This design comes from an exercise in tuning for small area and a short achievable clock period on the open sky130 flow, not from production work. Where RTL was checked, it was by simulation tests only, not by an equivalence proof against the original. Power and IR drop assume default switching activity.

Setup of run A:
## SIMD
module SIMD(clk,rst,opcode,funct3,funct7,rd_data1,rd_data2,rd_data3,w_add,immed,instrc_add,wr_add,wr_data);
export LEC_CHECK = 0
export CAP_MARGIN = 20
export CORE_MARGIN = 2
export CORE_UTILIZATION = 60
export PLACE_DENSITY = 0.75
export SETUP_SLACK_MARGIN = 4
export SLEW_MARGIN = 20
export SYNTH_HIERARCHICAL = 1
export SYNTH_MINIMUM_KEEP_SIZE = 0
create_clock -name core_clock -period 10.6 [get_ports {clk}]
standard.sh (not shown) runs the stock make flow with config.mk's settings and CLKGATE_MAP_FILE= SYNTH_SCRIPT=/design/flow/synth_recipe.tcl, a recipe that flattens the netlist after the stock synthesis.
==> flow/flow/run.sh <==
#!/bin/bash
# The standard layout with two changes after synthesis (which is the
# standard one, unchanged): the port buffers that placement inserts start as
# buf_1 instead of the default delay buffer, and the resizer may swap a cell
# for one of another footprint.
set -e
bash standard.sh synth > synth.log 2>&1
export BUFFER_PORTS_ARGS="-buffer_cell sky130_fd_sc_hd__buf_1"
bash standard.sh MATCH_CELL_FOOTPRINT=0 finish > layout.log 2>&1
The following lists how run B was set up differently from run A:
# run A
export LEC_CHECK = 0
export CAP_MARGIN = 20
export CORE_MARGIN = 2
export CORE_UTILIZATION = 60
export PLACE_DENSITY = 0.75
export SETUP_SLACK_MARGIN = 4
export SLEW_MARGIN = 20
export SYNTH_HIERARCHICAL = 1
export SYNTH_MINIMUM_KEEP_SIZE = 0
create_clock -name core_clock -period 10.6 [get_ports {clk}]
# run B
export LEC_CHECK = 0
export CAP_MARGIN = 20
export CORE_MARGIN = 2
export CORE_UTILIZATION = 60
export SETUP_SLACK_MARGIN = 4
export SLEW_MARGIN = 20
export SYNTH_HIERARCHICAL = 1
export SYNTH_MINIMUM_KEEP_SIZE = 0
create_clock -name core_clock -period 10.6 [get_ports {clk}]
==> flow/flow/run.sh <==
#!/bin/bash
# The standard layout, with one change: the port buffers that placement
# inserts start as buf_1 instead of the default delay buffer (the resizer
# still sizes them as timing needs). Synthesis is the standard one, unchanged.
set -e
bash standard.sh synth > synth.log 2>&1
export BUFFER_PORTS_ARGS="-buffer_cell sky130_fd_sc_hd__buf_1"
bash standard.sh > layout.log 2>&1
Findings:
- First-pass iteration count of the detailed router: run B vs run A up 1
- Going from run A to run B, routed wirelength normalized by instance count grows by about 5.4%.
- Any difference in area of placed instances between run B and run A is small enough to ignore.
- Re final instance area: run B is 0.43% down on run A.
- Any difference in clock buffer count from CTS between run A and run B is small enough to ignore.
- Summary of run B over run A: total power decreased 0.53%, clock-pin transition on the worst setup and hold timing paths stayed essentially flat, wire length now larger.
- Worst setup path startpoint = funct3[0]: run B; worst setup path startpoint = rd_data1[2]: run A
- Status: worst endpoint data arrival time parity (run A, run B)
Modified inputs, run C compared to run B
==> flow/flow/run.sh <==
#!/bin/bash
# The standard layout with two changes after synthesis (which is the
# standard one, unchanged): the port buffers that placement inserts start as
# buf_1 instead of the default delay buffer, and the resizer may swap a cell
# for one of another footprint.
set -e
bash standard.sh synth > synth.log 2>&1
export BUFFER_PORTS_ARGS="-buffer_cell sky130_fd_sc_hd__buf_1"
bash standard.sh MATCH_CELL_FOOTPRINT=0 finish > layout.log 2>&1
Findings:
Run C: no failed stages, no open violations at the end. | sequential share of layout area | run B vs run C | ≈ equal |. Run C vs run B — maximum resistive drop on vdd dropped 14%. On worst hold margin, run C and run B are neck and neck. Of run C and run B, the run reporting the higher number of global-route vias before repair was run C. Of run C and run B, run C shows the lower sequential power share, with run B above it.
Function was not checked in any run of this note: the RTL went through the layout flow alone.


## fjord
SIMD, a different RTL version from the one above (not shown whole).
Size in the first run: roughly 1300 cells after synthesis, roughly 67 flip-flops, roughly 110 I/O pins, about 12000 sq um of cells after synthesis.
// SIMD
module SIMD(clk,rst,opcode,funct3,funct7,rd_data1,rd_data2,rd_data3,w_add,immed,instrc_add,wr_add,wr_data);
clock: 10.6 ns
lec_check: 0
cap_margin: 20
core_margin: 2
core_utilization: 60
cts_buf_list: sky130_fd_sc_hd__clkbuf_4 sky130_fd_sc_hd__clkbuf_8
setup_slack_margin: 4
slew_margin: 20
synth_hierarchical: 1
synth_minimum_keep_size: 0
==> flow/flow/run.sh <==
#!/bin/bash
# The standard layout with two changes after synthesis (which is the
# standard one, unchanged): the port buffers that placement inserts start as
# buf_1 instead of the default delay buffer, and the resizer may swap a cell
# for one of another footprint.
set -e
bash standard.sh synth > synth.log 2>&1
export BUFFER_PORTS_ARGS="-buffer_cell sky130_fd_sc_hd__buf_1"
bash standard.sh MATCH_CELL_FOOTPRINT=0 finish > layout.log 2>&1
fjord did not stop at any stage, and its layout met the timing, design-rule and antenna checks.
Changes in garnet relative to fjord:
Settings: GPL_ROUTABILITY_DRIVEN newly set to 0; CTS_BUF_LIST changed from sky130_fd_sc_hd__clkbuf_4 sky130_fd_sc_hd__clkbuf_8 to sky130_fd_sc_hd__clkbuf_8.
[summary]
Taking fjord as the reference, in garnet number of non-clock buffers now larger; global-route wire length before repair has increased; clock insertion delay at the later pin of the skew report about even.
From fjord to garnet the numbers moved as follows: maximum vdd ir drop decreased about 22%; via count increased 254.
The inputs of amber differ from those of garnet as listed below.
Settings: a deleted GPL_ROUTABILITY_DRIVEN that had been 0; a change of SETUP_SLACK_MARGIN from 4 to 4.25.
Findings:
Going from garnet to amber, setup slack on the worst flop-to-flop path roughly the same; met3 layer usage reported by global route higher; signed area change from the synthesized netlist to the final layout higher.
garnet → amber: total number of H-tree levels shows no meaningful change; final design utilization shows an increase of 2.7 points; part of the power in combinational logic shows a reduction of 1.7 points; logic depth of the worst path, buffers included shows an increase of 1.
Between amber and garnet, the difference in clock slew at the register clock pins of the worst setup and hold paths is negligible.
amber | status: complete | timing, DRC, antenna: pass
### amber -> pepper
Settings: CORE_UTILIZATION changed from 60 to 55; SETUP_SLACK_MARGIN changed from 4.25 to 4.
Notes after the runs:
Taking amber as the reference, in pepper total power divided by cell area -0.98 nW/um^2, area of the core +8.5%, worst-margin pin slew +0.050 ns, global-route usage -3.1 points, first-pass GRT wire length +about 0.8%.
Compared with amber, pepper shows fraction of met2 tracks used by global routing lower by 5.4 points.
Die area | pepper > amber

[static timing again, ports no longer ideal]
The results above use ideal ports. As a check the final layouts listed here were re-extracted and re-timed, cells and wires unchanged. Step 1 (the two cells are an assumption about what drives the block):
set clk [get_ports {clk}]
set_driving_cell -lib_cell sky130_fd_sc_hd__clkbuf_16 $clk
set_driving_cell -lib_cell sky130_fd_sc_hd__buf_2 [delete_from_list [all_inputs] $clk]
Step 2 times the ports against the registers' clock, not the clock port: input delays grow and output delays shrink by t, the midpoint of the rising clock arrivals with the driver on. a / b / c = ideal / step 1 / step 2; a / b = the first two.
run	shift t [ns]	setup slack, ns	worst setup path after step 2	worst register clock-pin slew, ns
run A	0.386	4.040 / 4.059 / 3.674	input to register	0.07 / 0.07
run B	0.393	4.055 / 4.078 / 3.685	input to register	0.07 / 0.07
run C	0.397	4.055 / 4.073 / 3.676	input to register	0.09 / 0.09
fjord	0.413	4.046 / 4.072 / 3.658	input to register	0.10 / 0.10
garnet	0.401	4.102 / 4.128 / 3.726	input to register	0.10 / 0.10
amber	0.405	4.291 / 4.320 / 3.915	input to register	0.09 / 0.09
pepper	0.396	4.120 / 4.143 / 3.746	input to register	0.09 / 0.09
After both steps setup and hold are still met in every run listed. For fjord, which loses most, drivers alone change the setup slack by +0.026 ns; drivers and shift together by -0.388 ns.
